Background: an optimization exercise with open tools, aiming at small area and a short achievable clock period. Do not read the settings as production practice. The RTL was checked by simulation tests, not by an equivalence proof against the original design.

**flow/constraint.sdc**
```tcl
create_clock -name core_clock -period 11.0 [get_ports {clk}]
set_input_delay 2.2000 -clock core_clock [delete_from_list [all_inputs] [get_ports {clk}]]
set_output_delay 2.2000 -clock core_clock [all_outputs]
set_load 0.01 [all_outputs]
```
**flow/config.mk**
```make
export PLATFORM = sky130hd
export DESIGN_NAME = ParallelFIR
export DESIGN_NICKNAME = ParallelFIR
export VERILOG_FILES = /design/flow/design.v
export SDC_FILE = /design/flow/constraint.sdc
export NUM_CORES = 4
export LEC_CHECK = 0
export CAP_MARGIN = 20
export CORE_MARGIN = 2
export CORE_UTILIZATION = 50
export SLEW_MARGIN = 20
export SYNTH_HIERARCHICAL = 1
export SYNTH_MINIMUM_KEEP_SIZE = 0
```
**flow/standard.sh**
```bash
#!/bin/bash
# synth_recipe.tcl (not shown) runs the flow's synth.tcl, then flattens the netlist and writes it again
# the make line also repeats each setting of config.mk as NAME=value (left out here)
make -C /OpenROAD-flow-scripts/flow DESIGN_CONFIG=/design/flow/config.mk WORK_HOME=/design/flow/orfs CLKGATE_MAP_FILE= SYNTH_SCRIPT=/design/flow/synth_recipe.tcl "${@:-finish}"
```
**flow/design.v**
```verilog
`timescale 1ns/1ns
module ParallelFIR(input wire clk,
                   input wire signed [7:0] x,
                   output reg signed [17:0] y);
  reg [7:0] x1, x2, x3, x4, x5, x6, x7, x8, x9, x10, x11, x12, x13, x14, x15, x16, x17;
  reg p4_0_0, p4_1_0, p4_1_1, p4_2_0, p4_2_1, p4_3_0, p4_3_1, p4_4_0, p4_4_1, p4_5_0, p4_5_1, p4_6_0, p4_6_1, p4_7_0, p4_7_1, p4_8_0, p4_8_1, p4_9_0, p4_9_1, p4_10_0, p4_10_1, p4_11_0, p4_11_1, p4_12_0, p4_12_1, p4_13_0, p3_0_0, p3_0_1, p3_1_0, p3_1_1, p3_2_0, p3_2_1, p3_3_0, p3_3_1, p3_4_0, p3_4_1, p3_5_0, p3_5_1, p3_6_0, p3_6_1, p3_7_0, p3_7_1, p3_8_0, p3_8_1, p3_9_0, p3_9_1, p3_10_0, p3_10_1, p3_11_0, p3_11_1, p3_12_0, p3_12_1, p3_13_0, p3_13_1, p3_14_0, p3_14_1, p3_15_0, p3_15_1, p2_0_0, p2_0_1, p2_1_0, p2_1_1, p2_2_0, p2_2_1, p2_3_0, p2_3_1, p2_4_0, p2_4_1, p2_5_0, p2_5_1, p2_6_0, p2_6_1, p2_7_0, p2_7_1, p2_8_0, p2_8_1, p2_9_0, p2_9_1, p2_10_0, p2_10_1, p2_11_0, p2_11_1, p2_12_0, p2_12_1, p2_13_0, p2_13_1, p2_14_0, p2_14_1, p2_15_0, p2_15_1, p2_16_0, p2_16_1, p1_0_0, p1_0_1, p1_1_0, p1_1_1, p1_2_0, p1_2_1, p1_3_0, p1_3_1, p1_4_0, p1_4_1, p1_5_0, p1_5_1, p1_6_0, p1_6_1, p1_7_0, p1_7_1, p1_8_0, p1_8_1, p1_9_0, p1_9_1, p1_10_0, p1_10_1, p1_11_0, p1_11_1, p1_12_0, p1_12_1, p1_13_0, p1_13_1, p1_14_0, p1_14_1, p1_15_0, p1_15_1, p1_16_0, p1_16_1, p1_17_0;
  wire [7:0] xo = {~x[7], x[6:0]};
  wire s1 = 1'b1 ^ x12[1];
  wire c1 = 1'b1 & x12[1];
  wire s2 = 1'b1 ^ x12[2] ^ x15[7];
  wire c2 = (1'b1 & x12[2]) | (1'b1 & x15[7]) | (x12[2] & x15[7]);
  wire s3 = 1'b1 ^ x15[3] ^ x16[2];
  wire c3 = (1'b1 & x15[3]) | (1'b1 & x16[2]) | (x15[3] & x16[2]);
  wire n4 = ~x12[2];
  wire n5 = ~x12[0];
  wire s6 = n4 ^ n5;
  wire c6 = n4 & n5;
  wire s7 = 1'b1 ^ x15[4] ^ x16[3];
  wire c7 = (1'b1 & x15[4]) | (1'b1 & x16[3]) | (x15[4] & x16[3]);
  wire s8, c8;
  FullAdd u8 (.a(x12[3]), .b(x12[1]), .c(x13[1]), .s(s8), .co(c8));
  wire n9 = ~x14[3];
  wire n10 = ~x14[1];
  wire s11 = n9 ^ n10;
  wire c11 = n9 & n10;
  wire s12, c12;
  FullAdd u12 (.a(x12[0]), .b(x15[5]), .c(x16[4]), .s(s12), .co(c12));
  wire s13, c13;
  FullAdd u13 (.a(x12[4]), .b(x12[2]), .c(x13[2]), .s(s13), .co(c13));
  wire s14, c14;
  FullAdd u14 (.a(x14[4]), .b(x14[2]), .c(x17[4]), .s(s14), .co(c14));
  wire s15, c15;
  FullAdd u15 (.a(x12[5]), .b(x12[3]), .c(x13[3]), .s(s15), .co(c15));
  wire s16, c16;
  FullAdd u16 (.a(x14[5]), .b(x14[3]), .c(x17[5]), .s(s16), .co(c16));
  wire s17, c17;
  FullAdd u17 (.a(x15[6]), .b(x16[5]), .c(s1), .s(s17), .co(c17));
  wire s18, c18;
  FullAdd u18 (.a(x12[6]), .b(x12[4]), .c(x13[4]), .s(s18), .co(c18));
  wire s19, c19;
  FullAdd u19 (.a(x14[6]), .b(x14[4]), .c(x17[6]), .s(s19), .co(c19));
  wire s20, c20;
  FullAdd u20 (.a(x16[6]), .b(c1), .c(s2), .s(s20), .co(c20));
  wire s21, c21;
  FullAdd u21 (.a(x12[7]), .b(x12[5]), .c(x13[5]), .s(s21), .co(c21));
  wire s22, c22;
  FullAdd u22 (.a(x14[7]), .b(x14[5]), .c(x17[7]), .s(s22), .co(c22));
  wire s23, c23;
  FullAdd u23 (.a(x12[3]), .b(x16[7]), .c(c2), .s(s23), .co(c23));
  wire n24 = ~x12[6];
  wire s25 = n24 ^ x12[4];
  wire c25 = n24 & x12[4];
  wire s26 = x15[1] ^ x16[0];
  wire c26 = x15[1] & x16[0];
  wire s27 = 1'b1 ^ x15[2] ^ x16[1];
  wire c27 = (1'b1 & x15[2]) | (1'b1 & x16[1]) | (x15[2] & x16[1]);
  wire n28 = ~x12[1];
  wire s29 = n28 ^ n10;
  wire c29 = n28 & n10;
  wire s30, c30;
  FullAdd u30 (.a(x13[0]), .b(x14[2]), .c(x14[0]), .s(s30), .co(c30));
  wire n31 = ~x17[2];
  wire s32, c32;
  FullAdd u32 (.a(n31), .b(s6), .c(s3), .s(s32), .co(c32));
  wire s33, c33;
  FullAdd u33 (.a(c6), .b(s11), .c(c3), .s(s33), .co(c33));
  wire n34 = ~s7;
  wire s35, c35;
  FullAdd u35 (.a(x17[3]), .b(n34), .c(s8), .s(s35), .co(c35));
  wire s36, c36;
  FullAdd u36 (.a(c11), .b(c7), .c(s12), .s(s36), .co(c36));
  wire s37, c37;
  FullAdd u37 (.a(c8), .b(s13), .c(s14), .s(s37), .co(c37));
  wire s38, c38;
  FullAdd u38 (.a(c13), .b(c14), .c(s15), .s(s38), .co(c38));
  wire n39 = ~s16;
  wire s40, c40;
  FullAdd u40 (.a(c12), .b(n39), .c(s17), .s(s40), .co(c40));
  wire s41, c41;
  FullAdd u41 (.a(c15), .b(c16), .c(s18), .s(s41), .co(c41));
  wire n42 = ~s19;
  wire s43, c43;
  FullAdd u43 (.a(n42), .b(c17), .c(s20), .s(s43), .co(c43));
  wire s44, c44;
  FullAdd u44 (.a(c18), .b(c19), .c(s21), .s(s44), .co(c44));
  wire n45 = ~s22;
  wire s46, c46;
  FullAdd u46 (.a(n45), .b(c20), .c(s23), .s(s46), .co(c46));
  wire s47, c47;
  FullAdd u47 (.a(x13[6]), .b(x14[6]), .c(c21), .s(s47), .co(c47));
  wire n48 = ~c22;
  wire s49, c49;
  FullAdd u49 (.a(s25), .b(n48), .c(c23), .s(s49), .co(c49));
  wire s50, c50;
  FullAdd u50 (.a(x12[7]), .b(x13[7]), .c(x14[7]), .s(s50), .co(c50));
  wire s51 = 1'b1 ^ x12[5] ^ c25;
  wire c51 = (1'b1 & x12[5]) | (1'b1 & c25) | (x12[5] & c25);
  wire n52 = ~x14[0];
  wire s53 = n5 ^ n52;
  wire c53 = n5 & n52;
  wire s54, c54;
  FullAdd u54 (.a(c26), .b(s29), .c(s27), .s(s54), .co(c54));
  wire s55, c55;
  FullAdd u55 (.a(c29), .b(c27), .c(s32), .s(s55), .co(c55));
  wire n56 = ~c30;
  wire s57, c57;
  FullAdd u57 (.a(n56), .b(c32), .c(s33), .s(s57), .co(c57));
  wire n58 = ~s37;
  wire s59, c59;
  FullAdd u59 (.a(c33), .b(s36), .c(n58), .s(s59), .co(c59));
  wire n60 = ~c36;
  wire s61, c61;
  FullAdd u61 (.a(n60), .b(c37), .c(s38), .s(s61), .co(c61));
  wire n62 = ~c40;
  wire s63, c63;
  FullAdd u63 (.a(c38), .b(s41), .c(n62), .s(s63), .co(c63));
  wire n64 = ~c43;
  wire s65, c65;
  FullAdd u65 (.a(c41), .b(s44), .c(n64), .s(s65), .co(c65));
  wire n66 = ~c46;
  wire s67, c67;
  FullAdd u67 (.a(c44), .b(s47), .c(n66), .s(s67), .co(c67));
  wire n68 = ~s51;
  wire s69, c69;
  FullAdd u69 (.a(s50), .b(n68), .c(c47), .s(s69), .co(c69));
  wire s70 = 1'b1 ^ x12[6] ^ c51;
  wire c70 = (1'b1 & x12[6]) | (1'b1 & c51) | (x12[6] & c51);
  wire s71 = s26 ^ s53;
  wire c71 = s26 & s53;
  wire n72 = ~x17[1];
  wire s73, c73;
  FullAdd u73 (.a(n72), .b(c53), .c(s54), .s(s73), .co(c73));
  wire n74 = ~s30;
  wire s75, c75;
  FullAdd u75 (.a(n74), .b(c54), .c(s55), .s(s75), .co(c75));
  wire n76 = ~s35;
  wire s77, c77;
  FullAdd u77 (.a(n76), .b(c55), .c(s57), .s(s77), .co(c77));
  wire n78 = ~c35;
  wire s79, c79;
  FullAdd u79 (.a(n78), .b(c57), .c(s59), .s(s79), .co(c79));
  wire n80 = ~s61;
  wire s81, c81;
  FullAdd u81 (.a(s40), .b(c59), .c(n80), .s(s81), .co(c81));
  wire n82 = ~s43;
  wire s83, c83;
  FullAdd u83 (.a(c61), .b(n82), .c(s63), .s(s83), .co(c83));
  wire n84 = ~s46;
  wire s85, c85;
  FullAdd u85 (.a(n84), .b(c63), .c(s65), .s(s85), .co(c85));
  wire n86 = ~s49;
  wire s87, c87;
  FullAdd u87 (.a(n86), .b(c65), .c(s67), .s(s87), .co(c87));
  wire n88 = ~c49;
  wire s89, c89;
  FullAdd u89 (.a(n88), .b(s69), .c(c67), .s(s89), .co(c89));
  wire n90 = ~s70;
  wire s91, c91;
  FullAdd u91 (.a(c50), .b(n90), .c(c69), .s(s91), .co(c91));
  wire s92 = 1'b1 ^ x12[7] ^ c70;
  wire c92 = (1'b1 & x12[7]) | (1'b1 & c70) | (x12[7] & c70);
  wire s93 = p4_4_0 ^ p4_4_1;
  wire c93 = p4_4_0 & p4_4_1;
  wire s94, c94;
  FullAdd u94 (.a(p4_5_0), .b(p4_5_1), .c(x9[4]), .s(s94), .co(c94));
  wire s95, c95;
  FullAdd u95 (.a(p4_6_0), .b(p4_6_1), .c(x9[5]), .s(s95), .co(c95));
  wire s96, c96;
  FullAdd u96 (.a(x9[0]), .b(x10[3]), .c(x11[6]), .s(s96), .co(c96));
  wire s97 = x11[4] ^ x11[2];
  wire c97 = x11[4] & x11[2];
  wire s98, c98;
  FullAdd u98 (.a(p4_7_0), .b(x9[6]), .c(x9[1]), .s(s98), .co(c98));
  wire s99, c99;
  FullAdd u99 (.a(x10[4]), .b(x11[7]), .c(x11[5]), .s(s99), .co(c99));
  wire s100, c100;
  FullAdd u100 (.a(x11[3]), .b(x12[5]), .c(x12[3]), .s(s100), .co(c100));
  wire n101 = ~p4_7_1;
  wire n102 = ~x9[3];
  wire s103 = n101 ^ n102;
  wire c103 = n101 & n102;
  wire s104, c104;
  FullAdd u104 (.a(x9[7]), .b(x9[2]), .c(x10[5]), .s(s104), .co(c104));
  wire s105, c105;
  FullAdd u105 (.a(x11[6]), .b(x11[4]), .c(x12[6]), .s(s105), .co(c105));
  wire s106, c106;
  FullAdd u106 (.a(p4_8_0), .b(p4_8_1), .c(x9[4]), .s(s106), .co(c106));
  wire n107 = ~x10[2];
  wire n108 = ~x11[2];
  wire s109 = n107 ^ n108;
  wire c109 = n107 & n108;
  wire s110, c110;
  FullAdd u110 (.a(x9[3]), .b(x10[6]), .c(x11[7]), .s(s110), .co(c110));
  wire s111, c111;
  FullAdd u111 (.a(x11[5]), .b(x12[7]), .c(x12[5]), .s(s111), .co(c111));
  wire s112, c112;
  FullAdd u112 (.a(p4_9_0), .b(p4_9_1), .c(x9[5]), .s(s112), .co(c112));
  wire s113, c113;
  FullAdd u113 (.a(x9[4]), .b(x10[7]), .c(x11[6]), .s(s113), .co(c113));
  wire n114 = ~p4_10_0;
  wire n115 = ~p4_10_1;
  wire s116 = n114 ^ n115;
  wire c116 = n114 & n115;
  wire s117 = x9[5] ^ x11[7];
  wire c117 = x9[5] & x11[7];
  wire s118 = p4_3_0 ^ p4_3_1;
  wire c118 = p4_3_0 & p4_3_1;
  wire s119, c119;
  FullAdd u119 (.a(x9[3]), .b(x10[1]), .c(x11[4]), .s(s119), .co(c119));
  wire s120, c120;
  FullAdd u120 (.a(x11[2]), .b(x11[0]), .c(x12[2]), .s(s120), .co(c120));
  wire s121, c121;
  FullAdd u121 (.a(x10[2]), .b(x11[5]), .c(x11[3]), .s(s121), .co(c121));
  wire s122, c122;
  FullAdd u122 (.a(x11[1]), .b(x12[3]), .c(x12[1]), .s(s122), .co(c122));
  wire s123 = c93 ^ s94;
  wire c123 = c93 & s94;
  wire s124, c124;
  FullAdd u124 (.a(x9[2]), .b(x10[0]), .c(x11[0]), .s(s124), .co(c124));
  wire s125, c125;
  FullAdd u125 (.a(x12[4]), .b(x12[2]), .c(s97), .s(s125), .co(c125));
  wire s126, c126;
  FullAdd u126 (.a(c94), .b(s95), .c(s96), .s(s126), .co(c126));
  wire s127, c127;
  FullAdd u127 (.a(c97), .b(s103), .c(c95), .s(s127), .co(c127));
  wire s128, c128;
  FullAdd u128 (.a(c96), .b(s98), .c(s99), .s(s128), .co(c128));
  wire n129 = ~s100;
  wire s130, c130;
  FullAdd u130 (.a(x10[1]), .b(x11[1]), .c(n129), .s(s130), .co(c130));
  wire s131, c131;
  FullAdd u131 (.a(x12[4]), .b(c103), .c(s109), .s(s131), .co(c131));
  wire s132, c132;
  FullAdd u132 (.a(c98), .b(c99), .c(c100), .s(s132), .co(c132));
  wire n133 = ~s106;
  wire s134, c134;
  FullAdd u134 (.a(s104), .b(s105), .c(n133), .s(s134), .co(c134));
  wire s135, c135;
  FullAdd u135 (.a(c109), .b(c104), .c(c105), .s(s135), .co(c135));
  wire s136, c136;
  FullAdd u136 (.a(x10[3]), .b(x11[3]), .c(c106), .s(s136), .co(c136));
  wire n137 = ~s112;
  wire s138, c138;
  FullAdd u138 (.a(s110), .b(s111), .c(n137), .s(s138), .co(c138));
  wire s139, c139;
  FullAdd u139 (.a(x9[6]), .b(x10[4]), .c(x11[4]), .s(s139), .co(c139));
  wire s140, c140;
  FullAdd u140 (.a(x12[6]), .b(s116), .c(c110), .s(s140), .co(c140));
  wire n141 = ~c112;
  wire s142, c142;
  FullAdd u142 (.a(c111), .b(n141), .c(s113), .s(s142), .co(c142));
  wire s143, c143;
  FullAdd u143 (.a(p4_11_0), .b(p4_11_1), .c(x9[7]), .s(s143), .co(c143));
  wire s144, c144;
  FullAdd u144 (.a(x12[7]), .b(s117), .c(c116), .s(s144), .co(c144));
  wire n145 = ~c113;
  wire s146, c146;
  FullAdd u146 (.a(x10[5]), .b(x11[5]), .c(n145), .s(s146), .co(c146));
  wire s147, c147;
  FullAdd u147 (.a(p4_12_0), .b(x10[6]), .c(x11[6]), .s(s147), .co(c147));
  wire s148 = p4_12_1 ^ x9[6];
  wire c148 = p4_12_1 & x9[6];
  wire s149 = 1'b1 ^ p4_13_0;
  wire c149 = 1'b1 & p4_13_0;
  wire s150, c150;
  FullAdd u150 (.a(p4_2_0), .b(p4_2_1), .c(x9[1]), .s(s150), .co(c150));
  wire s151, c151;
  FullAdd u151 (.a(x9[2]), .b(x10[0]), .c(x11[3]), .s(s151), .co(c151));
  wire s152 = x11[1] ^ x12[1];
  wire c152 = x11[1] & x12[1];
  wire s153, c153;
  FullAdd u153 (.a(x12[0]), .b(c118), .c(s93), .s(s153), .co(c153));
  wire n154 = ~x9[0];
  wire s155, c155;
  FullAdd u155 (.a(n154), .b(s119), .c(s120), .s(s155), .co(c155));
  wire s156, c156;
  FullAdd u156 (.a(c119), .b(c120), .c(s121), .s(s156), .co(c156));
  wire n157 = ~x9[1];
  wire s158, c158;
  FullAdd u158 (.a(n157), .b(s122), .c(s123), .s(s158), .co(c158));
  wire s159, c159;
  FullAdd u159 (.a(c121), .b(c122), .c(c123), .s(s159), .co(c159));
  wire n160 = ~s124;
  wire s161, c161;
  FullAdd u161 (.a(n160), .b(s125), .c(s126), .s(s161), .co(c161));
  wire s162, c162;
  FullAdd u162 (.a(c125), .b(c126), .c(s127), .s(s162), .co(c162));
  wire n163 = ~s128;
  wire s164, c164;
  FullAdd u164 (.a(c124), .b(n163), .c(s130), .s(s164), .co(c164));
  wire s165, c165;
  FullAdd u165 (.a(s131), .b(c127), .c(c128), .s(s165), .co(c165));
  wire n166 = ~c130;
  wire s167, c167;
  FullAdd u167 (.a(s132), .b(n166), .c(s134), .s(s167), .co(c167));
  wire s168, c168;
  FullAdd u168 (.a(c131), .b(c132), .c(s135), .s(s168), .co(c168));
  wire n169 = ~s136;
  wire s170, c170;
  FullAdd u170 (.a(n169), .b(c134), .c(s138), .s(s170), .co(c170));
  wire s171, c171;
  FullAdd u171 (.a(c135), .b(s140), .c(c138), .s(s171), .co(c171));
  wire n172 = ~s142;
  wire s173, c173;
  FullAdd u173 (.a(s139), .b(c136), .c(n172), .s(s173), .co(c173));
  wire s174, c174;
  FullAdd u174 (.a(s144), .b(c140), .c(c142), .s(s174), .co(c174));
  wire s175, c175;
  FullAdd u175 (.a(c139), .b(s143), .c(s146), .s(s175), .co(c175));
  wire s176, c176;
  FullAdd u176 (.a(s148), .b(c117), .c(c144), .s(s176), .co(c176));
  wire s177, c177;
  FullAdd u177 (.a(c143), .b(s147), .c(c146), .s(s177), .co(c177));
  wire s178, c178;
  FullAdd u178 (.a(x9[7]), .b(c148), .c(s149), .s(s178), .co(c178));
  wire s179, c179;
  FullAdd u179 (.a(x10[7]), .b(x11[7]), .c(c147), .s(s179), .co(c179));
  wire s180 = p4_1_0 ^ x9[0];
  wire c180 = p4_1_0 & x9[0];
  wire s181, c181;
  FullAdd u181 (.a(x11[2]), .b(x11[0]), .c(x12[0]), .s(s181), .co(c181));
  wire s182, c182;
  FullAdd u182 (.a(s152), .b(s118), .c(c150), .s(s182), .co(c182));
  wire s183, c183;
  FullAdd u183 (.a(c152), .b(c151), .c(s153), .s(s183), .co(c183));
  wire s184, c184;
  FullAdd u184 (.a(c153), .b(c155), .c(s156), .s(s184), .co(c184));
  wire s185, c185;
  FullAdd u185 (.a(c156), .b(c158), .c(s159), .s(s185), .co(c185));
  wire s186, c186;
  FullAdd u186 (.a(c159), .b(c161), .c(s162), .s(s186), .co(c186));
  wire s187, c187;
  FullAdd u187 (.a(c162), .b(s165), .c(s167), .s(s187), .co(c187));
  wire s188, c188;
  FullAdd u188 (.a(c165), .b(s168), .c(c167), .s(s188), .co(c188));
  wire s189, c189;
  FullAdd u189 (.a(c168), .b(c170), .c(s171), .s(s189), .co(c189));
  wire n190 = ~c173;
  wire s191, c191;
  FullAdd u191 (.a(c171), .b(s174), .c(n190), .s(s191), .co(c191));
  wire n192 = ~c175;
  wire s193, c193;
  FullAdd u193 (.a(s176), .b(c174), .c(n192), .s(s193), .co(c193));
  wire n194 = ~s179;
  wire s195, c195;
  FullAdd u195 (.a(s178), .b(n194), .c(c176), .s(s195), .co(c195));
  wire s196 = 1'b1 ^ c149 ^ c178;
  wire c196 = (1'b1 & c149) | (1'b1 & c178) | (c149 & c178);
  wire s197 = 1'b1 ^ p4_0_0;
  wire c197 = 1'b1 & p4_0_0;
  wire n198 = ~p4_1_1;
  wire s199, c199;
  FullAdd u199 (.a(n198), .b(x11[1]), .c(s180), .s(s199), .co(c199));
  wire s200, c200;
  FullAdd u200 (.a(c180), .b(s181), .c(s150), .s(s200), .co(c200));
  wire s201, c201;
  FullAdd u201 (.a(c181), .b(s151), .c(s182), .s(s201), .co(c201));
  wire s202, c202;
  FullAdd u202 (.a(c182), .b(s155), .c(s183), .s(s202), .co(c202));
  wire s203, c203;
  FullAdd u203 (.a(c183), .b(s158), .c(s184), .s(s203), .co(c203));
  wire s204, c204;
  FullAdd u204 (.a(c184), .b(s161), .c(s185), .s(s204), .co(c204));
  wire n205 = ~s164;
  wire s206, c206;
  FullAdd u206 (.a(n205), .b(c185), .c(s186), .s(s206), .co(c206));
  wire n207 = ~c164;
  wire s208, c208;
  FullAdd u208 (.a(n207), .b(c186), .c(s187), .s(s208), .co(c208));
  wire s209, c209;
  FullAdd u209 (.a(s170), .b(c187), .c(s188), .s(s209), .co(c209));
  wire n210 = ~s173;
  wire s211, c211;
  FullAdd u211 (.a(n210), .b(c188), .c(s189), .s(s211), .co(c211));
  wire n212 = ~s175;
  wire s213, c213;
  FullAdd u213 (.a(n212), .b(c189), .c(s191), .s(s213), .co(c213));
  wire n214 = ~s177;
  wire s215, c215;
  FullAdd u215 (.a(n214), .b(c191), .c(s193), .s(s215), .co(c215));
  wire n216 = ~c177;
  wire s217, c217;
  FullAdd u217 (.a(n216), .b(s195), .c(c193), .s(s217), .co(c217));
  wire n218 = ~c179;
  wire s219, c219;
  FullAdd u219 (.a(n218), .b(s196), .c(c195), .s(s219), .co(c219));
  wire s220, c220;
  FullAdd u220 (.a(p3_6_0), .b(p3_6_1), .c(x6[6]), .s(s220), .co(c220));
  wire s221 = x6[4] ^ x6[2];
  wire c221 = x6[4] & x6[2];
  wire s222, c222;
  FullAdd u222 (.a(p3_7_0), .b(p3_7_1), .c(x6[7]), .s(s222), .co(c222));
  wire s223, c223;
  FullAdd u223 (.a(x6[5]), .b(x6[3]), .c(x7[4]), .s(s223), .co(c223));
  wire s224, c224;
  FullAdd u224 (.a(x8[6]), .b(x8[1]), .c(x9[0]), .s(s224), .co(c224));
  wire s225, c225;
  FullAdd u225 (.a(p3_8_0), .b(p3_8_1), .c(x6[6]), .s(s225), .co(c225));
  wire s226, c226;
  FullAdd u226 (.a(x6[4]), .b(x7[5]), .c(x8[7]), .s(s226), .co(c226));
  wire s227 = x8[2] ^ x9[1];
  wire c227 = x8[2] & x9[1];
  wire s228, c228;
  FullAdd u228 (.a(p3_9_0), .b(p3_9_1), .c(x6[7]), .s(s228), .co(c228));
  wire s229, c229;
  FullAdd u229 (.a(x6[5]), .b(x7[6]), .c(x8[3]), .s(s229), .co(c229));
  wire s230, c230;
  FullAdd u230 (.a(p3_10_0), .b(p3_10_1), .c(x6[6]), .s(s230), .co(c230));
  wire s231 = p3_3_0 ^ p3_3_1;
  wire c231 = p3_3_0 & p3_3_1;
  wire s232, c232;
  FullAdd u232 (.a(p3_4_0), .b(p3_4_1), .c(x6[4]), .s(s232), .co(c232));
  wire s233, c233;
  FullAdd u233 (.a(x6[2]), .b(x6[0]), .c(x7[1]), .s(s233), .co(c233));
  wire s234, c234;
  FullAdd u234 (.a(p3_5_0), .b(p3_5_1), .c(x6[5]), .s(s234), .co(c234));
  wire s235, c235;
  FullAdd u235 (.a(x6[3]), .b(x6[1]), .c(x7[2]), .s(s235), .co(c235));
  wire n236 = ~x8[1];
  wire s237 = x8[4] ^ n236;
  wire c237 = x8[4] & n236;
  wire s238, c238;
  FullAdd u238 (.a(x7[3]), .b(x8[5]), .c(x8[0]), .s(s238), .co(c238));
  wire s239, c239;
  FullAdd u239 (.a(x6[0]), .b(x7[0]), .c(x8[2]), .s(s239), .co(c239));
  wire n240 = ~x9[6];
  wire s241, c241;
  FullAdd u241 (.a(n240), .b(s221), .c(s220), .s(s241), .co(c241));
  wire s242, c242;
  FullAdd u242 (.a(x6[1]), .b(x7[1]), .c(x8[3]), .s(s242), .co(c242));
  wire s243, c243;
  FullAdd u243 (.a(c221), .b(c220), .c(s222), .s(s243), .co(c243));
  wire n244 = ~x9[7];
  wire s245, c245;
  FullAdd u245 (.a(n244), .b(s223), .c(s224), .s(s245), .co(c245));
  wire s246, c246;
  FullAdd u246 (.a(x6[2]), .b(x7[2]), .c(x8[4]), .s(s246), .co(c246));
  wire s247, c247;
  FullAdd u247 (.a(s227), .b(c222), .c(c223), .s(s247), .co(c247));
  wire s248, c248;
  FullAdd u248 (.a(c224), .b(s225), .c(s226), .s(s248), .co(c248));
  wire s249, c249;
  FullAdd u249 (.a(x6[3]), .b(x7[3]), .c(x8[5]), .s(s249), .co(c249));
  wire s250, c250;
  FullAdd u250 (.a(x9[2]), .b(c227), .c(c225), .s(s250), .co(c250));
  wire s251, c251;
  FullAdd u251 (.a(c226), .b(s228), .c(s229), .s(s251), .co(c251));
  wire s252, c252;
  FullAdd u252 (.a(x7[7]), .b(x8[4]), .c(x9[3]), .s(s252), .co(c252));
  wire s253, c253;
  FullAdd u253 (.a(x6[4]), .b(x7[4]), .c(x8[6]), .s(s253), .co(c253));
  wire s254, c254;
  FullAdd u254 (.a(c228), .b(c229), .c(s230), .s(s254), .co(c254));
  wire s255, c255;
  FullAdd u255 (.a(p3_11_0), .b(p3_11_1), .c(x6[7]), .s(s255), .co(c255));
  wire s256, c256;
  FullAdd u256 (.a(x6[5]), .b(x7[5]), .c(x8[7]), .s(s256), .co(c256));
  wire s257, c257;
  FullAdd u257 (.a(x8[5]), .b(x9[4]), .c(c230), .s(s257), .co(c257));
  wire s258, c258;
  FullAdd u258 (.a(p3_12_0), .b(p3_12_1), .c(x8[6]), .s(s258), .co(c258));
  wire n259 = ~x6[6];
  wire n260 = ~x7[6];
  wire s261 = n259 ^ n260;
  wire c261 = n259 & n260;
  wire s262, c262;
  FullAdd u262 (.a(p3_13_0), .b(p3_13_1), .c(x8[7]), .s(s262), .co(c262));
  wire s263 = p3_1_0 ^ p3_1_1;
  wire c263 = p3_1_0 & p3_1_1;
  wire s264, c264;
  FullAdd u264 (.a(p3_2_0), .b(p3_2_1), .c(x6[2]), .s(s264), .co(c264));
  wire s265 = x6[0] ^ x8[1];
  wire c265 = x6[0] & x8[1];
  wire s266, c266;
  FullAdd u266 (.a(x6[3]), .b(x6[1]), .c(x7[0]), .s(s266), .co(c266));
  wire s267, c267;
  FullAdd u267 (.a(x8[2]), .b(n102), .c(s231), .s(s267), .co(c267));
  wire s268, c268;
  FullAdd u268 (.a(x8[3]), .b(c231), .c(s232), .s(s268), .co(c268));
  wire n269 = ~s233;
  wire s270, c270;
  FullAdd u270 (.a(x8[0]), .b(x9[4]), .c(n269), .s(s270), .co(c270));
  wire s271, c271;
  FullAdd u271 (.a(s237), .b(c232), .c(c233), .s(s271), .co(c271));
  wire n272 = ~x9[5];
  wire s273, c273;
  FullAdd u273 (.a(n272), .b(s234), .c(s235), .s(s273), .co(c273));
  wire s274, c274;
  FullAdd u274 (.a(c237), .b(c234), .c(c235), .s(s274), .co(c274));
  wire n275 = ~s239;
  wire s276, c276;
  FullAdd u276 (.a(s238), .b(n275), .c(s241), .s(s276), .co(c276));
  wire s277, c277;
  FullAdd u277 (.a(c238), .b(c241), .c(s243), .s(s277), .co(c277));
  wire n278 = ~s245;
  wire s279, c279;
  FullAdd u279 (.a(c239), .b(s242), .c(n278), .s(s279), .co(c279));
  wire s280, c280;
  FullAdd u280 (.a(c243), .b(c245), .c(s247), .s(s280), .co(c280));
  wire n281 = ~s248;
  wire s282, c282;
  FullAdd u282 (.a(c242), .b(s246), .c(n281), .s(s282), .co(c282));
  wire s283, c283;
  FullAdd u283 (.a(c247), .b(c248), .c(s250), .s(s283), .co(c283));
  wire n284 = ~s251;
  wire s285, c285;
  FullAdd u285 (.a(c246), .b(s249), .c(n284), .s(s285), .co(c285));
  wire s286, c286;
  FullAdd u286 (.a(s252), .b(c250), .c(c251), .s(s286), .co(c286));
  wire n287 = ~s254;
  wire s288, c288;
  FullAdd u288 (.a(c249), .b(s253), .c(n287), .s(s288), .co(c288));
  wire s289, c289;
  FullAdd u289 (.a(c252), .b(s255), .c(c254), .s(s289), .co(c289));
  wire n290 = ~s257;
  wire s291, c291;
  FullAdd u291 (.a(c253), .b(s256), .c(n290), .s(s291), .co(c291));
  wire s292, c292;
  FullAdd u292 (.a(x9[5]), .b(s261), .c(c255), .s(s292), .co(c292));
  wire n293 = ~c256;
  wire s294, c294;
  FullAdd u294 (.a(n293), .b(s258), .c(c257), .s(s294), .co(c294));
  wire s295, c295;
  FullAdd u295 (.a(x9[6]), .b(c261), .c(c258), .s(s295), .co(c295));
  wire n296 = ~s262;
  wire s297, c297;
  FullAdd u297 (.a(x6[7]), .b(x7[7]), .c(n296), .s(s297), .co(c297));
  wire s298, c298;
  FullAdd u298 (.a(p3_14_0), .b(p3_14_1), .c(x9[7]), .s(s298), .co(c298));
  wire s299 = p3_0_0 ^ p3_0_1;
  wire c299 = p3_0_0 & p3_0_1;
  wire s300, c300;
  FullAdd u300 (.a(x6[1]), .b(x8[0]), .c(s263), .s(s300), .co(c300));
  wire s301, c301;
  FullAdd u301 (.a(c263), .b(s265), .c(s264), .s(s301), .co(c301));
  wire s302, c302;
  FullAdd u302 (.a(c265), .b(c264), .c(s266), .s(s302), .co(c302));
  wire s303, c303;
  FullAdd u303 (.a(c266), .b(c267), .c(s268), .s(s303), .co(c303));
  wire s304, c304;
  FullAdd u304 (.a(c268), .b(s271), .c(s273), .s(s304), .co(c304));
  wire s305, c305;
  FullAdd u305 (.a(c271), .b(c273), .c(s274), .s(s305), .co(c305));
  wire s306, c306;
  FullAdd u306 (.a(c274), .b(c276), .c(s277), .s(s306), .co(c306));
  wire n307 = ~c279;
  wire s308, c308;
  FullAdd u308 (.a(c277), .b(s280), .c(n307), .s(s308), .co(c308));
  wire n309 = ~c282;
  wire s310, c310;
  FullAdd u310 (.a(c280), .b(s283), .c(n309), .s(s310), .co(c310));
  wire n311 = ~c285;
  wire s312, c312;
  FullAdd u312 (.a(c283), .b(s286), .c(n311), .s(s312), .co(c312));
  wire n313 = ~c288;
  wire s314, c314;
  FullAdd u314 (.a(c286), .b(s289), .c(n313), .s(s314), .co(c314));
  wire s315, c315;
  FullAdd u315 (.a(s292), .b(c289), .c(s294), .s(s315), .co(c315));
  wire s316, c316;
  FullAdd u316 (.a(c292), .b(s295), .c(c294), .s(s316), .co(c316));
  wire s317, c317;
  FullAdd u317 (.a(c262), .b(s298), .c(c295), .s(s317), .co(c317));
  wire s318 = p3_15_0 ^ p3_15_1;
  wire c318 = p3_15_0 & p3_15_1;
  wire s319 = x6[0] ^ s299;
  wire c319 = x6[0] & s299;
  wire s320, c320;
  FullAdd u320 (.a(n157), .b(c299), .c(s300), .s(s320), .co(c320));
  wire n321 = ~x9[2];
  wire s322, c322;
  FullAdd u322 (.a(n321), .b(c300), .c(s301), .s(s322), .co(c322));
  wire s323, c323;
  FullAdd u323 (.a(s267), .b(c301), .c(s302), .s(s323), .co(c323));
  wire n324 = ~s270;
  wire s325, c325;
  FullAdd u325 (.a(c302), .b(n324), .c(s303), .s(s325), .co(c325));
  wire n326 = ~c270;
  wire s327, c327;
  FullAdd u327 (.a(n326), .b(c303), .c(s304), .s(s327), .co(c327));
  wire s328, c328;
  FullAdd u328 (.a(c304), .b(s305), .c(s276), .s(s328), .co(c328));
  wire n329 = ~s279;
  wire s330, c330;
  FullAdd u330 (.a(c305), .b(n329), .c(s306), .s(s330), .co(c330));
  wire n331 = ~s282;
  wire s332, c332;
  FullAdd u332 (.a(n331), .b(c306), .c(s308), .s(s332), .co(c332));
  wire n333 = ~s285;
  wire s334, c334;
  FullAdd u334 (.a(n333), .b(c308), .c(s310), .s(s334), .co(c334));
  wire n335 = ~s288;
  wire s336, c336;
  FullAdd u336 (.a(n335), .b(c310), .c(s312), .s(s336), .co(c336));
  wire n337 = ~s291;
  wire s338, c338;
  FullAdd u338 (.a(n337), .b(c312), .c(s314), .s(s338), .co(c338));
  wire n339 = ~c291;
  wire s340, c340;
  FullAdd u340 (.a(n339), .b(s315), .c(c314), .s(s340), .co(c340));
  wire n341 = ~s297;
  wire s342, c342;
  FullAdd u342 (.a(n341), .b(c315), .c(s316), .s(s342), .co(c342));
  wire n343 = ~c297;
  wire s344, c344;
  FullAdd u344 (.a(n343), .b(s317), .c(c316), .s(s344), .co(c344));
  wire s345, c345;
  FullAdd u345 (.a(s318), .b(c298), .c(c317), .s(s345), .co(c345));
  wire s346 = p2_4_0 ^ p2_4_1;
  wire c346 = p2_4_0 & p2_4_1;
  wire s347, c347;
  FullAdd u347 (.a(p2_5_0), .b(p2_5_1), .c(x2[5]), .s(s347), .co(c347));
  wire s348 = x5[0] ^ x6[3];
  wire c348 = x5[0] & x6[3];
  wire s349, c349;
  FullAdd u349 (.a(p2_6_0), .b(p2_6_1), .c(x2[6]), .s(s349), .co(c349));
  wire s350, c350;
  FullAdd u350 (.a(x5[1]), .b(x6[4]), .c(x6[2]), .s(s350), .co(c350));
  wire s351, c351;
  FullAdd u351 (.a(p2_7_0), .b(p2_7_1), .c(x2[7]), .s(s351), .co(c351));
  wire s352, c352;
  FullAdd u352 (.a(x5[2]), .b(x6[5]), .c(x6[3]), .s(s352), .co(c352));
  wire s353, c353;
  FullAdd u353 (.a(p2_8_0), .b(p2_8_1), .c(x5[3]), .s(s353), .co(c353));
  wire s354 = x6[6] ^ x6[4];
  wire c354 = x6[6] & x6[4];
  wire s355 = p2_9_0 ^ p2_9_1;
  wire c355 = p2_9_0 & p2_9_1;
  wire s356, c356;
  FullAdd u356 (.a(p2_3_0), .b(p2_3_1), .c(x2[3]), .s(s356), .co(c356));
  wire n357 = ~x3[2];
  wire n358 = ~x3[0];
  wire s359 = n357 ^ n358;
  wire c359 = n357 & n358;
  wire s360, c360;
  FullAdd u360 (.a(x2[4]), .b(x6[2]), .c(x6[0]), .s(s360), .co(c360));
  wire s361, c361;
  FullAdd u361 (.a(x3[3]), .b(x3[1]), .c(x4[1]), .s(s361), .co(c361));
  wire n362 = ~x5[3];
  wire n363 = ~x5[1];
  wire s364 = n362 ^ n363;
  wire c364 = n362 & n363;
  wire s365, c365;
  FullAdd u365 (.a(x3[4]), .b(x3[2]), .c(x4[2]), .s(s365), .co(c365));
  wire s366, c366;
  FullAdd u366 (.a(x6[1]), .b(c346), .c(s348), .s(s366), .co(c366));
  wire n367 = ~s347;
  wire s368, c368;
  FullAdd u368 (.a(x5[4]), .b(x5[2]), .c(n367), .s(s368), .co(c368));
  wire s369, c369;
  FullAdd u369 (.a(x3[5]), .b(x3[3]), .c(x4[3]), .s(s369), .co(c369));
  wire s370, c370;
  FullAdd u370 (.a(c348), .b(c347), .c(s349), .s(s370), .co(c370));
  wire n371 = ~s350;
  wire s372, c372;
  FullAdd u372 (.a(x5[5]), .b(x5[3]), .c(n371), .s(s372), .co(c372));
  wire s373, c373;
  FullAdd u373 (.a(x3[6]), .b(x3[4]), .c(x4[4]), .s(s373), .co(c373));
  wire s374, c374;
  FullAdd u374 (.a(c349), .b(c350), .c(s351), .s(s374), .co(c374));
  wire n375 = ~s352;
  wire s376, c376;
  FullAdd u376 (.a(x5[6]), .b(x5[4]), .c(n375), .s(s376), .co(c376));
  wire s377, c377;
  FullAdd u377 (.a(x3[7]), .b(x3[5]), .c(x4[5]), .s(s377), .co(c377));
  wire s378, c378;
  FullAdd u378 (.a(s354), .b(c351), .c(c352), .s(s378), .co(c378));
  wire n379 = ~s353;
  wire s380, c380;
  FullAdd u380 (.a(x5[7]), .b(x5[5]), .c(n379), .s(s380), .co(c380));
  wire s381, c381;
  FullAdd u381 (.a(x5[4]), .b(x6[7]), .c(x6[5]), .s(s381), .co(c381));
  wire s382, c382;
  FullAdd u382 (.a(x3[6]), .b(x4[6]), .c(x5[6]), .s(s382), .co(c382));
  wire s383, c383;
  FullAdd u383 (.a(c354), .b(s355), .c(c353), .s(s383), .co(c383));
  wire s384, c384;
  FullAdd u384 (.a(p2_10_0), .b(p2_10_1), .c(x5[5]), .s(s384), .co(c384));
  wire s385, c385;
  FullAdd u385 (.a(x3[7]), .b(x4[7]), .c(x5[7]), .s(s385), .co(c385));
  wire s386 = x6[6] ^ c355;
  wire c386 = x6[6] & c355;
  wire s387 = p2_11_0 ^ p2_11_1;
  wire c387 = p2_11_0 & p2_11_1;
  wire s388 = p2_1_0 ^ p2_1_1;
  wire c388 = p2_1_0 & p2_1_1;
  wire s389, c389;
  FullAdd u389 (.a(p2_2_0), .b(p2_2_1), .c(x2[2]), .s(s389), .co(c389));
  wire n390 = ~x3[1];
  wire s391 = n390 ^ n363;
  wire c391 = n390 & n363;
  wire s392, c392;
  FullAdd u392 (.a(x4[0]), .b(x5[2]), .c(x5[0]), .s(s392), .co(c392));
  wire s393, c393;
  FullAdd u393 (.a(x6[1]), .b(s359), .c(s356), .s(s393), .co(c393));
  wire s394, c394;
  FullAdd u394 (.a(s346), .b(c359), .c(s364), .s(s394), .co(c394));
  wire n395 = ~s361;
  wire s396, c396;
  FullAdd u396 (.a(c356), .b(s360), .c(n395), .s(s396), .co(c396));
  wire s397, c397;
  FullAdd u397 (.a(c364), .b(c360), .c(s366), .s(s397), .co(c397));
  wire s398, c398;
  FullAdd u398 (.a(c361), .b(s365), .c(s368), .s(s398), .co(c398));
  wire s399, c399;
  FullAdd u399 (.a(c365), .b(s369), .c(c368), .s(s399), .co(c399));
  wire n400 = ~s372;
  wire s401, c401;
  FullAdd u401 (.a(c366), .b(s370), .c(n400), .s(s401), .co(c401));
  wire s402, c402;
  FullAdd u402 (.a(c369), .b(s373), .c(c372), .s(s402), .co(c402));
  wire n403 = ~s376;
  wire s404, c404;
  FullAdd u404 (.a(c370), .b(s374), .c(n403), .s(s404), .co(c404));
  wire s405, c405;
  FullAdd u405 (.a(c373), .b(s377), .c(c376), .s(s405), .co(c405));
  wire n406 = ~s380;
  wire s407, c407;
  FullAdd u407 (.a(c374), .b(s378), .c(n406), .s(s407), .co(c407));
  wire s408, c408;
  FullAdd u408 (.a(s381), .b(c378), .c(s383), .s(s408), .co(c408));
  wire s409, c409;
  FullAdd u409 (.a(c377), .b(s382), .c(c380), .s(s409), .co(c409));
  wire s410, c410;
  FullAdd u410 (.a(c381), .b(s384), .c(s386), .s(s410), .co(c410));
  wire n411 = ~c383;
  wire s412, c412;
  FullAdd u412 (.a(c382), .b(s385), .c(n411), .s(s412), .co(c412));
  wire s413, c413;
  FullAdd u413 (.a(x5[6]), .b(x6[7]), .c(s387), .s(s413), .co(c413));
  wire n414 = ~c385;
  wire s415, c415;
  FullAdd u415 (.a(c384), .b(n414), .c(c386), .s(s415), .co(c415));
  wire s416, c416;
  FullAdd u416 (.a(p2_12_0), .b(p2_12_1), .c(x5[7]), .s(s416), .co(c416));
  wire s417 = x2[1] ^ s388;
  wire c417 = x2[1] & s388;
  wire s418, c418;
  FullAdd u418 (.a(x6[0]), .b(c388), .c(s391), .s(s418), .co(c418));
  wire s419, c419;
  FullAdd u419 (.a(c391), .b(c389), .c(s393), .s(s419), .co(c419));
  wire s420, c420;
  FullAdd u420 (.a(s394), .b(c393), .c(s396), .s(s420), .co(c420));
  wire s421, c421;
  FullAdd u421 (.a(c394), .b(c396), .c(s397), .s(s421), .co(c421));
  wire n422 = ~c397;
  wire s423, c423;
  FullAdd u423 (.a(n422), .b(c398), .c(s399), .s(s423), .co(c423));
  wire n424 = ~c401;
  wire s425, c425;
  FullAdd u425 (.a(c399), .b(s402), .c(n424), .s(s425), .co(c425));
  wire n426 = ~c404;
  wire s427, c427;
  FullAdd u427 (.a(c402), .b(s405), .c(n426), .s(s427), .co(c427));
  wire n428 = ~s408;
  wire s429, c429;
  FullAdd u429 (.a(c405), .b(n428), .c(s409), .s(s429), .co(c429));
  wire n430 = ~c409;
  wire s431, c431;
  FullAdd u431 (.a(s410), .b(c408), .c(n430), .s(s431), .co(c431));
  wire s432, c432;
  FullAdd u432 (.a(s413), .b(c410), .c(s415), .s(s432), .co(c432));
  wire s433, c433;
  FullAdd u433 (.a(c387), .b(s416), .c(c413), .s(s433), .co(c433));
  wire s434 = p2_13_0 ^ p2_13_1;
  wire c434 = p2_13_0 & p2_13_1;
  wire s435 = p2_0_0 ^ x2[0];
  wire c435 = p2_0_0 & x2[0];
  wire n436 = ~s417;
  wire s437, c437;
  FullAdd u437 (.a(x3[0]), .b(x5[0]), .c(n436), .s(s437), .co(c437));
  wire s438, c438;
  FullAdd u438 (.a(s389), .b(c417), .c(s418), .s(s438), .co(c438));
  wire n439 = ~s392;
  wire s440, c440;
  FullAdd u440 (.a(n439), .b(c418), .c(s419), .s(s440), .co(c440));
  wire n441 = ~c392;
  wire s442, c442;
  FullAdd u442 (.a(n441), .b(c419), .c(s420), .s(s442), .co(c442));
  wire n443 = ~s398;
  wire s444, c444;
  FullAdd u444 (.a(c420), .b(n443), .c(s421), .s(s444), .co(c444));
  wire n445 = ~s423;
  wire s446, c446;
  FullAdd u446 (.a(s401), .b(c421), .c(n445), .s(s446), .co(c446));
  wire n447 = ~s404;
  wire s448, c448;
  FullAdd u448 (.a(n447), .b(c423), .c(s425), .s(s448), .co(c448));
  wire n449 = ~s407;
  wire s450, c450;
  FullAdd u450 (.a(n449), .b(c425), .c(s427), .s(s450), .co(c450));
  wire n451 = ~c407;
  wire s452, c452;
  FullAdd u452 (.a(n451), .b(s429), .c(c427), .s(s452), .co(c452));
  wire n453 = ~s431;
  wire s454, c454;
  FullAdd u454 (.a(s412), .b(c429), .c(n453), .s(s454), .co(c454));
  wire n455 = ~c412;
  wire s456, c456;
  FullAdd u456 (.a(n455), .b(s432), .c(c431), .s(s456), .co(c456));
  wire s457, c457;
  FullAdd u457 (.a(c415), .b(s433), .c(c432), .s(s457), .co(c457));
  wire s458, c458;
  FullAdd u458 (.a(s434), .b(c416), .c(c433), .s(s458), .co(c458));
  wire s459, c459;
  FullAdd u459 (.a(p2_14_0), .b(p2_14_1), .c(c434), .s(s459), .co(c459));
  wire s460 = p2_15_0 ^ p2_15_1;
  wire c460 = p2_15_0 & p2_15_1;
  wire s461 = p2_16_0 ^ p2_16_1;
  wire c461 = p2_16_0 & p2_16_1;
  wire s462 = p1_1_0 ^ x2[0];
  wire c462 = p1_1_0 & x2[0];
  wire n463 = ~p1_2_1;
  wire s464, c464;
  FullAdd u464 (.a(p1_2_0), .b(n463), .c(x1[1]), .s(s464), .co(c464));
  wire s465, c465;
  FullAdd u465 (.a(p1_3_0), .b(p1_3_1), .c(x2[2]), .s(s465), .co(c465));
  wire s466, c466;
  FullAdd u466 (.a(p1_4_0), .b(p1_4_1), .c(x2[3]), .s(s466), .co(c466));
  wire s467, c467;
  FullAdd u467 (.a(p1_5_0), .b(p1_5_1), .c(x2[4]), .s(s467), .co(c467));
  wire s468, c468;
  FullAdd u468 (.a(p1_6_0), .b(p1_6_1), .c(x2[5]), .s(s468), .co(c468));
  wire n469 = ~p1_7_0;
  wire s470, c470;
  FullAdd u470 (.a(n469), .b(p1_7_1), .c(x1[6]), .s(s470), .co(c470));
  wire s471, c471;
  FullAdd u471 (.a(p1_8_0), .b(p1_8_1), .c(x1[7]), .s(s471), .co(c471));
  wire n472 = ~p1_1_1;
  wire n473 = ~x1[0];
  wire s474 = n472 ^ n473;
  wire c474 = n472 & n473;
  wire n475 = ~s464;
  wire s476, c476;
  FullAdd u476 (.a(x2[1]), .b(c462), .c(n475), .s(s476), .co(c476));
  wire n477 = ~s465;
  wire s478, c478;
  FullAdd u478 (.a(x1[2]), .b(c464), .c(n477), .s(s478), .co(c478));
  wire n479 = ~x1[3];
  wire s480, c480;
  FullAdd u480 (.a(n479), .b(c465), .c(s466), .s(s480), .co(c480));
  wire n481 = ~x1[4];
  wire s482, c482;
  FullAdd u482 (.a(n481), .b(c466), .c(s467), .s(s482), .co(c482));
  wire n483 = ~x1[5];
  wire s484, c484;
  FullAdd u484 (.a(n483), .b(c467), .c(s468), .s(s484), .co(c484));
  wire n485 = ~s470;
  wire s486, c486;
  FullAdd u486 (.a(x2[6]), .b(c468), .c(n485), .s(s486), .co(c486));
  wire n487 = ~x2[7];
  wire s488, c488;
  FullAdd u488 (.a(n487), .b(c470), .c(s471), .s(s488), .co(c488));
  wire s489, c489;
  FullAdd u489 (.a(p1_9_0), .b(p1_9_1), .c(c471), .s(s489), .co(c489));
  wire n490 = ~p1_10_0;
  wire n491 = ~p1_10_1;
  wire s492 = n490 ^ n491;
  wire c492 = n490 & n491;
  wire n493 = ~p1_11_0;
  wire s494 = n493 ^ p1_11_1;
  wire c494 = n493 & p1_11_1;
  wire s495 = p1_12_0 ^ p1_12_1;
  wire c495 = p1_12_0 & p1_12_1;
  wire s496 = p1_13_0 ^ p1_13_1;
  wire c496 = p1_13_0 & p1_13_1;
  wire s497 = p1_14_0 ^ p1_14_1;
  wire c497 = p1_14_0 & p1_14_1;
  wire s498 = p1_15_0 ^ p1_15_1;
  wire c498 = p1_15_0 & p1_15_1;
  wire s499 = p1_16_0 ^ p1_16_1;
  wire c499 = p1_16_0 & p1_16_1;
  wire s500 = 1'b1 ^ p1_17_0;
  wire c500 = 1'b1 & p1_17_0;
  wire [17:0] r0 = {c499, c498, c497, c496, c495, c494, c492, ~c489, ~c488, c486, c484, c482, c480, ~c478, c476, c474, s474, p1_0_0};
  wire [17:0] r1 = {s500, s499, s498, s497, s496, s495, s494, s492, ~s489, ~s488, s486, s484, s482, s480, ~s478, s476, s462, ~p1_0_1};
  always @(posedge clk) begin
    x1 <= xo;
    x2 <= x1;
    x3 <= x2;
    x4 <= x3;
    x5 <= x4;
    x6 <= x5;
    x7 <= x6;
    x8 <= x7;
    x9 <= x8;
    x10 <= x9;
    x11 <= x10;
    x12 <= x11;
    x13 <= x12;
    x14 <= x13;
    x15 <= x14;
    x16 <= x15;
    x17 <= x16;
    p4_0_0 <= x15[0];
    p4_1_0 <= s71;
    p4_1_1 <= x17[0];
    p4_2_0 <= c71;
    p4_2_1 <= s73;
    p4_3_0 <= c73;
    p4_3_1 <= s75;
    p4_4_0 <= c75;
    p4_4_1 <= s77;
    p4_5_0 <= c77;
    p4_5_1 <= s79;
    p4_6_0 <= c79;
    p4_6_1 <= s81;
    p4_7_0 <= c81;
    p4_7_1 <= s83;
    p4_8_0 <= c83;
    p4_8_1 <= s85;
    p4_9_0 <= c85;
    p4_9_1 <= s87;
    p4_10_0 <= c87;
    p4_10_1 <= s89;
    p4_11_0 <= c89;
    p4_11_1 <= s91;
    p4_12_0 <= c91;
    p4_12_1 <= s92;
    p4_13_0 <= c92;
    p3_0_0 <= s197;
    p3_0_1 <= x11[0];
    p3_1_0 <= c197;
    p3_1_1 <= s199;
    p3_2_0 <= c199;
    p3_2_1 <= s200;
    p3_3_0 <= c200;
    p3_3_1 <= s201;
    p3_4_0 <= c201;
    p3_4_1 <= s202;
    p3_5_0 <= c202;
    p3_5_1 <= s203;
    p3_6_0 <= c203;
    p3_6_1 <= s204;
    p3_7_0 <= c204;
    p3_7_1 <= s206;
    p3_8_0 <= c206;
    p3_8_1 <= s208;
    p3_9_0 <= c208;
    p3_9_1 <= s209;
    p3_10_0 <= c209;
    p3_10_1 <= s211;
    p3_11_0 <= c211;
    p3_11_1 <= s213;
    p3_12_0 <= c213;
    p3_12_1 <= s215;
    p3_13_0 <= c215;
    p3_13_1 <= s217;
    p3_14_0 <= c217;
    p3_14_1 <= s219;
    p3_15_0 <= c219;
    p3_15_1 <= c196;
    p2_0_0 <= s319;
    p2_0_1 <= x9[0];
    p2_1_0 <= c319;
    p2_1_1 <= s320;
    p2_2_0 <= c320;
    p2_2_1 <= s322;
    p2_3_0 <= c322;
    p2_3_1 <= s323;
    p2_4_0 <= c323;
    p2_4_1 <= s325;
    p2_5_0 <= c325;
    p2_5_1 <= s327;
    p2_6_0 <= c327;
    p2_6_1 <= s328;
    p2_7_0 <= c328;
    p2_7_1 <= s330;
    p2_8_0 <= c330;
    p2_8_1 <= s332;
    p2_9_0 <= c332;
    p2_9_1 <= s334;
    p2_10_0 <= c334;
    p2_10_1 <= s336;
    p2_11_0 <= c336;
    p2_11_1 <= s338;
    p2_12_0 <= c338;
    p2_12_1 <= s340;
    p2_13_0 <= c340;
    p2_13_1 <= s342;
    p2_14_0 <= c342;
    p2_14_1 <= s344;
    p2_15_0 <= c344;
    p2_15_1 <= s345;
    p2_16_0 <= c345;
    p2_16_1 <= c318;
    p1_0_0 <= s435;
    p1_0_1 <= p2_0_1;
    p1_1_0 <= c435;
    p1_1_1 <= s437;
    p1_2_0 <= c437;
    p1_2_1 <= s438;
    p1_3_0 <= c438;
    p1_3_1 <= s440;
    p1_4_0 <= c440;
    p1_4_1 <= s442;
    p1_5_0 <= c442;
    p1_5_1 <= s444;
    p1_6_0 <= c444;
    p1_6_1 <= s446;
    p1_7_0 <= c446;
    p1_7_1 <= s448;
    p1_8_0 <= c448;
    p1_8_1 <= s450;
    p1_9_0 <= c450;
    p1_9_1 <= s452;
    p1_10_0 <= c452;
    p1_10_1 <= s454;
    p1_11_0 <= c454;
    p1_11_1 <= s456;
    p1_12_0 <= c456;
    p1_12_1 <= s457;
    p1_13_0 <= c457;
    p1_13_1 <= s458;
    p1_14_0 <= c458;
    p1_14_1 <= s459;
    p1_15_0 <= c459;
    p1_15_1 <= s460;
    p1_16_0 <= c460;
    p1_16_1 <= s461;
    p1_17_0 <= c461;
    y <= r0 + r1;
  end
endmodule
module FullAdd(input wire a, input wire b, input wire c,
               output wire s, output wire co);
  assign s = a ^ b ^ c;
  assign co = (a & b) | (a & c) | (b & c);
endmodule
```
**flow/flow/run.sh**
```bash
#!/bin/bash
# The standard layout, with repair_timing asked to keep extra setup margin
# (the SDC and its clock period are unchanged) so that it sizes the design for
# a shorter achieved period, and a smaller clock tree without dummy loads.
# Each tool's output is in the ORFS logs; make's output is in standard.log.
set -e
export SETUP_SLACK_MARGIN=7.7
export CTS_ARGS="-sink_clustering_enable -repair_clock_nets -dont_use_dummy_load -buf_list sky130_fd_sc_hd__clkbuf_16 -sink_clustering_size 30 -sink_clustering_max_diameter 200"
bash standard.sh > standard.log 2>&1
```
==> metrics.md <==
| Metric | Value |
|---|---|
| Die ar. | 28900 µm² |
| Biggest area consumer among synthesized cells | fa_1 |
| Slowest-stage cell, CP | fa_1 |
| Die Width | 170 µm |
| Hold path startpoint | x15[0] |
| Register area share after synthesis | 40.2% |
| Synth Register Bits | 276 |
| Fmax | between 0.3 and 0.4 GHz |
| H-tree Lvls | 1 |
| Fin cells | 1288 |
| Register Area | around 5500 µm² |
| Largest cells by area after synthesis | fa_1 (44%), dfxtp_1 (40%), ha_1 (7.0%) |
| WP data required | ~11 ns |
| Kind of critical path | register to register |
| Clock Latency Late Sink | 0.49 ns |
| Global route total overflow | 0 |
| Final Skew | approximately 0.065 ns |
| Crit end category | register |
| Post-synth net total | roughly 1300 |
| Number of remaining DRC errors | 0 |
| FFs w/ async S/R, synth | 0% |
| Hold Vio Cnt, Final | 0 |
| Fill cells | approximately 2200 |
| Area Overhead vs Synth | 7.43% |
| Mean Syn Cell Area | 15.1 µm² |
| Max Cap Violations | 0 |
| Crit path DAT | 3.65 ns |
| Ratio of cells with drive above 1 in the final layout | 2.64% |
| WHS Path Cells | 0 |
| Area of the multi-input gates | about 7600 µm² |
| Die Span Y | 170 µm |
| Most frequent cell after synthesis | fa_1 |
| First-pass GRT wire length | ~37000 µm |
| Worst r2r path cells | 11 |
| R2R Path End | y[16] |
| NumNets Final | between 1000 and 1500 |
| Slew Viols, Final | 0 |
| Largest stage delay, worst path | 0.49 ns |
| Routed Antenna Nets | 0 |
| I/O Pins | 27 |
| Slew headroom | between 60 and 70% |
| Post-Syn Area | 13800 µm² |
| Top_reg_cell synth | dfxtp_1 |
| Synth cell types | 31 |
| TNS Setup | 0 ns |
| GR Util All Layers | 17.0% |
| Crit Path Max Fanout | 4 |
| # diodes | 0 |
| Worst hold path class | register to register |
| Antenna violations before repair | 0 |
| Top cell type's share of synthesized area | 44.2% |
| Total CTS buffers | 13 |
| Final setup violation count | 0 |
| Largest net degree at the start of global routing | 31 |
| Final WL | 21600 µm |
| DR iter-0 viols | ~180 |
| Fin crit share | 29.8% |
| Post-DR vias/cell | 4.73 |
| Dpl cells | 1274 |
| Status | timing/DRC/antenna clean |
| Core area | 27000 µm² |
| DRT Pass-1 Iters | 4 |
| Clk sink count | around 280 |
| Starting Density | 51.0% |
| DP Area | 14400 µm² |
| CTS tree | built |
| Worst-path cell chain | inv_1 > fa_1 > inv_1 > fa_1 > ha_1 > and2b_1 > o31ai_2 > a211oi_4 > a31oi_1 > o31ai_2 > xor2_1 |
| # port buffers | 26 |
| Hold Path Sink | x16[0] |
| Post-synth EDFFs | 0 |
| Vias in the first global route | between 7000 and 8000 |
| DR vias | 6089 |
| RSZ-0062 raised after global routing | yes |
| CTS Root Cell | clkbuf_16 |
| Fin crit period | 3.27 ns |
| GPL Wtd Cong | 0.764 |
| Worst Setup Start Kind | register |
| Post-synth top cells | fa_1 (304), dfxtp_1 (276), inv_1 (170) |
| Worst reg2reg startpoint | p1_2_1 |
| Final Cell Area | 14800 µm² |
| Row count | 60 |
| Hpwl dp | 18100 µm |
| Clock Path Buffers | 3 |
| Clock-pin slew on the worst setup and hold paths | 0.11 ns |
| R2r setup slk | 7.73 ns |
| Worst-Margin Slew | roughly 0.53 ns |
| Post-Syn Instances | roughly 910 |
| Drt wl/cell | 16.8 µm |
| Synth warn | 7 |
| # hold bufs at CTS | 0 |
[Yosys stat by module (local to each module, per instance)]
module       cells  area (µm²)  flip-flops and latches
FullAdd          1        20.0                       0
ParallelFIR    605        7690                     276
[how the worst max path moves through the flow]
stage / from / end
after floorplan: x9[2] / p3_8_1
after global placement: p1_3_0 / y[15]
after detailed placement: p1_3_0 / y[15]
after CTS: y[15] / y[15]
after global routing: p1_2_1 / y[16]
final: p1_2_1 / y[16]
[state kept, by name, summed over array words and instances, names as in the netlist, 8 cells and up]
name / count
x1: 8
x10: 8
x11: 8
x2: 8
x6: 8
x4: 8
x7: 8
x15: 8
x3: 8
x13: 8
x16: 8
x5: 8
x8: 8
x17: 8
x9: 8
x14: 8
y: 18
x12: 8
[area by class of cell]
class                           instances  share of cell area [%]
Clock buffer                           13                    2.20
Multi-Input combinational cell        461                    51.4
Timing Repair Buffer                   27                    1.77
Sequential cell                       276                    37.4
Inverter                              170                    4.32
Tap cell                              341                    2.89
[logic make-up after synthesis]
| group | synth area share, % |
|---|---|
| AND/OR/NAND/NOR | 0.837 |
| adder cells (fa/ha/maj) | 51.2 |
| buffers and inverters | 4.68 |
| AO/OA/AOI/OAI | 2.12 |
| flip-flops | 40.2 |
| XOR/XNOR | 0.955 |
[per-stage QoR]
step                      setup WS, ns  hold WS, ns  util (%)
final                             7.73        0.338      54.8
after global routing              7.59        0.358      54.8
after CTS                         7.68        0.341      54.7
after detailed placement          7.75        0.319      53.6
after global placement            7.76        0.310      53.6
after floorplan                   8.04        0.310         -
[repair_timing]
item / 4_1_cts / 5_1_grt
pin swaps: 0 / 1
buffers inserted: 0 / 1
endpoints found under the setup margin: 18 / 24
gates resized for setup: 18 / 24
[cell usage in the layout (no fill, tap or decap), types with 2 or more instances in the layout]
master | Yosys | final
inv_1 | 170 | 170
o21ai_0 | 3 | 3
ha_1 | 77 | 77
dfxtp_1 | 276 | 271
nand2_1 | 3 | 3
nor2_1 | 5 | 5
fa_1 | 304 | 304
o31ai_2 | 2 | 2
or2_2 | 2 | 2
nor3_1 | 3 | 3
clkdlybuf4s15_1 | 0 | 16
dfxtp_2 | 0 | 5
o211ai_1 | 2 | 2
a31oi_1 | 4 | 4
xor2_1 | 4 | 4
clkdlybuf4s50_1 | 0 | 8
clkbuf_16 | 0 | 13
xnor2_1 | 11 | 11
o21a_1 | 2 | 2
a21o_1 | 10 | 10
a21oi_1 | 14 | 14
nand3_1 | 3 | 3
[metal layers]
metal,GRT usage [%],part of all wire [%],vias up
li1,-,-,2800
met1,25.8,47,3218
met2,27.3,50,54
met3,1.77,2.1,17
met4,2.86,1.6,0
met5,0,0,-
[critical path, delay by kind of cell (launching register included)]
kind | cells | cell delay (ns)
buf+inv | 2 | 0.10
fa+ha+maj | 3 | 1.31
compound gates | 4 | 1.08
simple gates | 1 | 0.21
flops | 1 | 0.33
xor+xnor | 1 | 0.15

-- static timing again, ports no longer ideal --
The results above use ideal ports. As a check the final layout listed here was re-extracted and re-timed, cells and wires unchanged.
Step 1 sets driving cells, clkbuf_16 on the clock port and buf_2 on the other inputs (assumed; they add their load-dependent delay and slew).
Step 2 also shifts input and output timing later by t, the mid clock arrival at the registers, as if the neighbouring blocks saw the same clock.
a / b / c = no drivers / after step 1 / after step 2; a / b = the first two.
t (ns): 0.502
setup slack, ns: 7.726 / 7.706 / 7.726
worst setup path after step 2: register to register
After both steps setup and hold are still met in this run. The setup slack of this run moves by -0.020 ns with the drivers and by 0.000 ns with both steps.
